This is an optimization exercise on Yosys and OpenROAD, whose aim is small area and a short achievable clock period, not a production implementation. Function was checked by simulation only, so behaviour that the tests miss may differ from the original.

== lane 1 ==
Design conv2d, start of the top module:
module conv2d#(
    parameter   CONV_WIDTH      = 'd8 ,
    parameter   CONV_HEIGHT     = 'd8 
)(
    input clk   ,
    input rst_n ,
    input                matrix_vsync ,
    input                matrix_href  ,
    input        [6:0]   matrix_h_cnt       ,
    input        [6:0]   matrix_v_cnt       ,
    input signed [15:0]   conv_bias   ,
    input        [143:0]  fm_data     ,
    input        [143:0]  conv_weight ,
    output reg        [6:0]  conv_h_cnt ,
    output reg        [6:0]  conv_v_cnt ,
    output reg               conv_href  ,
    output reg               conv_vsync ,
    output reg signed [31:0] conv_result
);
==> flow/config.mk <==
export PLATFORM = sky130hd
export DESIGN_NAME = conv2d
export DESIGN_NICKNAME = conv2d
export VERILOG_FILES = /design/flow/design.v
export SDC_FILE = /design/flow/constraint.sdc
export NUM_CORES = 4
export LEC_CHECK = 0
export CAP_MARGIN = 20
export CORE_MARGIN = 2
export CORE_UTILIZATION = 55
export SETUP_SLACK_MARGIN = 4.7
export SLEW_MARGIN = 20
export SYNTH_HIERARCHICAL = 1
export TNS_END_PERCENT = 10
==> flow/constraint.sdc <==
create_clock -name core_clock -period 10.0 [get_ports {clk}]
set_input_delay 2.0000 -clock core_clock [delete_from_list [all_inputs] [get_ports {clk}]]
set_output_delay 2.0000 -clock core_clock [all_outputs]
set_load 0.01 [all_outputs]
standard.sh (not shown) runs the stock make flow with config.mk's settings and CLKGATE_MAP_FILE= SYNTH_SCRIPT=/design/flow/synth_recipe.tcl, a recipe that flattens the netlist after the stock synthesis.
==> flow/flow/run.sh <==
#!/bin/bash
# The standard layout (standard.sh: standard synthesis, floorplan, place, CTS, route,
# finish), except that the port buffers that buffer_ports inserts are
# sky130_fd_sc_hd__buf_2 instead of the delay buffer it picks by default.
# The full make output goes to standard.log here; ORFS's per-step logs stay in orfs/logs/.
set -uo pipefail
export BUFFER_PORTS_ARGS="-buffer_cell sky130_fd_sc_hd__buf_2"
bash standard.sh > standard.log 2>&1
Lane 1: flow completed, timing, DRC and antenna clean
### lane 1 -> lane 2
diff --git a/flow/config.mk b/flow/config.mk
--- a/flow/config.mk
+++ b/flow/config.mk
@@ -11 +11,2 @@
-export SETUP_SLACK_MARGIN = 4.7
+export PLACE_DENSITY = 0.8
+export SETUP_SLACK_MARGIN = 4.6
@@ -14 +14,0 @@
-export TNS_END_PERCENT = 10
## What came out
- Antenna diode instance count, lane 1 and lane 2: smaller value in lane 1
- Lower shortest clock period the worst path allows after layout among lane 1 and lane 2: lane 1
- Side by side, met2 wirelength from detailed routing turned out higher in lane 2 than in lane 1.
- Going from lane 1 to lane 2, total wire length after detailed routing grew by a few percent.
- Taking lane 1 as the reference, in lane 2 non-clock buffer total of the final layout increased by about 1.3% relative to the old numbers, critical path arrival now sits higher.
The inputs of lane 3 differ from those of lane 2 as listed below.
diff --git a/flow/config.mk b/flow/config.mk
--- a/flow/config.mk
+++ b/flow/config.mk
@@ -11,2 +11 @@
-export PLACE_DENSITY = 0.8
-export SETUP_SLACK_MARGIN = 4.6
+export SETUP_SLACK_MARGIN = 5.0
Notes after the runs:
[inputs] lane 4 vs lane 3
diff --git a/flow/config.mk b/flow/config.mk
--- a/flow/config.mk
+++ b/flow/config.mk
@@ -11 +11 @@
-export SETUP_SLACK_MARGIN = 5.0
+export SETUP_SLACK_MARGIN = 4.5
--- outcome ---
In the reports for lane 4 and lane 3, the smaller insertion delay of the later-clocked pin in the worst-skew pair belongs to lane 3.
Initial antenna violation count for lane 4: 4 up relative to lane 3
Lane 3 → lane 4: summed area of non-filler cells in the final layout decreased about 14%; worst-case hold slack now sits at about the same level; pre-CTS setup slack has increased.


Setup of before:
conv2d, a different RTL version from the one above (not shown whole).
Size: ~5500 cells after synthesis, roughly 370 I/O pins, ~58000 um^2 of cells after synthesis.
==> flow/config.mk <==
export PLATFORM = sky130hd
export DESIGN_NAME = conv2d
export DESIGN_NICKNAME = conv2d
export VERILOG_FILES = /design/flow/design.v
export SDC_FILE = /design/flow/constraint.sdc
export NUM_CORES = 4
export LEC_CHECK = 0
export ABC_CLOCK_PERIOD_IN_PS = 5000
export CAP_MARGIN = 20
export CORE_MARGIN = 2
export CORE_UTILIZATION = 55
export SETUP_SLACK_MARGIN = 4.5
export SLEW_MARGIN = 20
export SYNTH_HIERARCHICAL = 1
==> flow/constraint.sdc <==
create_clock -name core_clock -period 10.0 [get_ports {clk}]
set_input_delay 2.0000 -clock core_clock [delete_from_list [all_inputs] [get_ports {clk}]]
set_output_delay 2.0000 -clock core_clock [all_outputs]
set_load 0.01 [all_outputs]
Scripts as last shown in full above: flow/flow/run.sh
before went all the way through synthesis, placement and routing and the layout is clean on timing, DRC and antenna.
--- input diff before..after ---
- SETUP_SLACK_MARGIN changed from 4.5 to 4
--- outcome ---
- Going from before to after, number of logic stages on the critical path including buffering grows by 3.
- Summary: with before as the reference, wire length on met2 in after moved up by a few percent.
- Looking at post-route standard cell area excluding fillers across after and before, the one that comes out higher is before.
- Setup slack in after is smaller than in before.
- Looking at routed wire length across after and before, the one that comes out higher is after.
- Number of global-route vias before repair: after and before compared, lower one is after


Setup of the baseline:
conv2d, a different RTL version from the one above (not shown whole).
Size in the first run: ~6700 cells after synthesis, ~350 flip-flops.
clock: 10.0 ns
lec_check: 0
cap_margin: 20
core_margin: 2
core_utilization: 40
setup_slack_margin: 5.0
slew_margin: 20
run.sh (not shown) runs the stock make flow with config.mk's settings and CLKGATE_MAP_FILE= SYNTH_SCRIPT=/design/flow/synth_recipe.tcl, a recipe that flattens the netlist after the stock synthesis.
Stock flow here: none of the scripts above is used.
Edits applied to the flow inputs when going from the baseline to the candidate:
--- a/flow/config.mk
+++ b/flow/config.mk
@@ -7,0 +8 @@
+export ABC_CLOCK_PERIOD_IN_PS = 5000
@@ -10,2 +11,2 @@
-export CORE_UTILIZATION = 40
-export SETUP_SLACK_MARGIN = 5.0
+export CORE_UTILIZATION = 55
+export SETUP_SLACK_MARGIN = 4.0
--- outcome ---
- Across both runs, setup slack was lower for the candidate than for the baseline.
- The count of filler cells inserted in the layout reported for the candidate is smaller than that of the baseline by 3372.
- When the candidate is set beside the baseline, its routed metal-1 wire length turns out to be about 16% smaller.
- Summary of the candidate over the baseline: share of cell area taken by multi-input logic gates rose 2.5 points; global-route usage rose 8.2 points; post-route minimum period rose 530 ps; flip-flop and latch area about even.
- Looking at worst slew margin relative to its limit, the candidate sits 5.1 points below the baseline.


conv2d with an RTL version that a note above also has.
Size: roughly 5500 cells after synthesis, roughly 370 I/O pins, roughly 58000 um2 of cells after synthesis.
==> flow/config.mk <==
export PLATFORM = sky130hd
export DESIGN_NAME = conv2d
export DESIGN_NICKNAME = conv2d
export VERILOG_FILES = /design/flow/design.v
export SDC_FILE = /design/flow/constraint.sdc
export NUM_CORES = 4
export LEC_CHECK = 0
export CAP_MARGIN = 20
export CORE_MARGIN = 2
export CORE_UTILIZATION = 55
export SETUP_SLACK_MARGIN = 4.6
export SLEW_MARGIN = 20
export SYNTH_HIERARCHICAL = 1
==> flow/constraint.sdc <==
create_clock -name core_clock -period 10.0 [get_ports {clk}]
set_input_delay 2.0000 -clock core_clock [delete_from_list [all_inputs] [get_ports {clk}]]
set_output_delay 2.0000 -clock core_clock [all_outputs]
set_load 0.01 [all_outputs]
standard.sh (not shown) runs the stock make flow with config.mk's settings and CLKGATE_MAP_FILE= SYNTH_SCRIPT=/design/flow/synth_recipe.tcl, a recipe that flattens the netlist after the stock synthesis.
Scripts as last shown in full above: flow/flow/run.sh
The first run finished with timing, DRC and antenna clean.
Change:
==> flow/run.sh (new file) <==
#!/bin/bash
# synth_recipe.tcl (not shown) runs the flow's synth.tcl, then flattens the netlist and writes it again
# the make line also repeats each setting of config.mk as NAME=value (left out here)
make -C /OpenROAD-flow-scripts/flow DESIGN_CONFIG=/design/flow/config.mk WORK_HOME=/design/flow/orfs CLKGATE_MAP_FILE= SYNTH_SCRIPT=/design/flow/synth_recipe.tcl finish
ABC_CLOCK_PERIOD_IN_PS = 5000   (was default)
SETUP_SLACK_MARGIN = 4.0   (was 4.6)
removed: flow/flow/run.sh
removed: flow/standard.sh
=> Utilization is higher by 1.2 points. Synthesized cell count is unchanged. Critical path depth came out lower by 3. Sequential share of layout area decreases by 0.21 points. Fmax drops by 9.4%. Die area stays the same. Routed wire length went up by 4.2%. First-iteration DRC count grows by 7.6%. Global-route usage grows by 1.9 points.


Another version of the RTL of conv2d (not shown whole).
For scale: about 380 flip-flops, about 370 I/O pins.
Settings: LEC_CHECK=0, CAP_MARGIN=20, CORE_MARGIN=2, CORE_UTILIZATION=62, SETUP_SLACK_MARGIN=4.6, SLEW_MARGIN=20, SYNTH_HIERARCHICAL=1; clock period 10.0 ns.
==> flow/flow/run.sh <==
#!/bin/bash
# The standard layout (standard.sh: standard synthesis, floorplan, place, CTS, route,
# finish), except that the port buffers that buffer_ports inserts are
# sky130_fd_sc_hd__buf_2 instead of the delay buffer it picks by default.
# The full make output goes to standard.log here; ORFS's per-step logs stay in orfs/logs/.
set -uo pipefail
export BUFFER_PORTS_ARGS="-buffer_cell sky130_fd_sc_hd__buf_2"
bash standard.sh > standard.log 2>&1
==> next run, changes <==
- CORE_UTILIZATION: 62 -> 55
Cell area hardly moves; cell count goes up by about 1.4%; setup slack is better by 72 ps; synthesized cell count does not change.

==> afterwards: timing with drivers on the ports <==
Ports are ideal in the flow. The routed layouts listed here were re-timed in OpenROAD. Step 1 assumes that a clkbuf_16 drives the clock port and a buf_2 every other input. Step 2 times the ports against the registers' clock, not the clock port: input delays grow and output delays shrink by t, the midpoint of the rising clock arrivals with the driver on. a / b / c = ideal ports / drivers / drivers and shift; a / b = the first two.
run | shift t [ns] | slack for setup (ns) | worst setup path at the end | clock arrival spread, ns | worst data-port slew with drivers (ns)
lane 1 | 0.734 | 4.594 / 4.620 / 3.918 | input to register | 0.053 / 0.053 | 0.12
lane 2 | 0.736 | 4.482 / 4.482 / 3.857 | input to register | 0.059 / 0.059 | 0.09
lane 3 | 0.727 | 4.552 / 4.552 / 4.246 | input to register | 0.021 / 0.020 | 0.07
lane 4 | 0.737 | 4.456 / 4.456 / 3.854 | input to register | 0.038 / 0.038 | 0.08
before | 0.706 | 4.491 / 4.547 / 3.841 | input to register | 0.042 / 0.042 | 0.09
after | 0.711 | 4.003 / 4.060 / 3.349 | input to register | 0.046 / 0.046 | 0.09
the baseline | 0.663 | 4.535 / 4.539 / 3.876 | input to register | 0.027 / 0.027 | 0.25
the candidate | 0.726 | 4.004 / 4.054 / 3.328 | input to register | 0.042 / 0.042 | 0.11
the first run of note 4 | 0.714 | 4.525 / 4.562 / 3.848 | input to register | 0.042 / 0.043 | 0.10
the second run of note 4 | 0.712 | 3.956 / 3.969 / 3.258 | input to register | 0.085 / 0.085 | 0.08
the first run of note 5 | 0.711 | 4.527 / 4.583 / 3.872 | input to register | 0.038 / 0.038 | 0.10
the second run of note 5 | 0.690 | 4.599 / 4.599 / 3.967 | input to register | 0.052 / 0.053 | 0.09
After both steps every run listed still meets setup and hold. For the second run of note 4, which loses most, drivers alone change the setup slack by +0.013 ns; drivers and shift together by -0.698 ns.
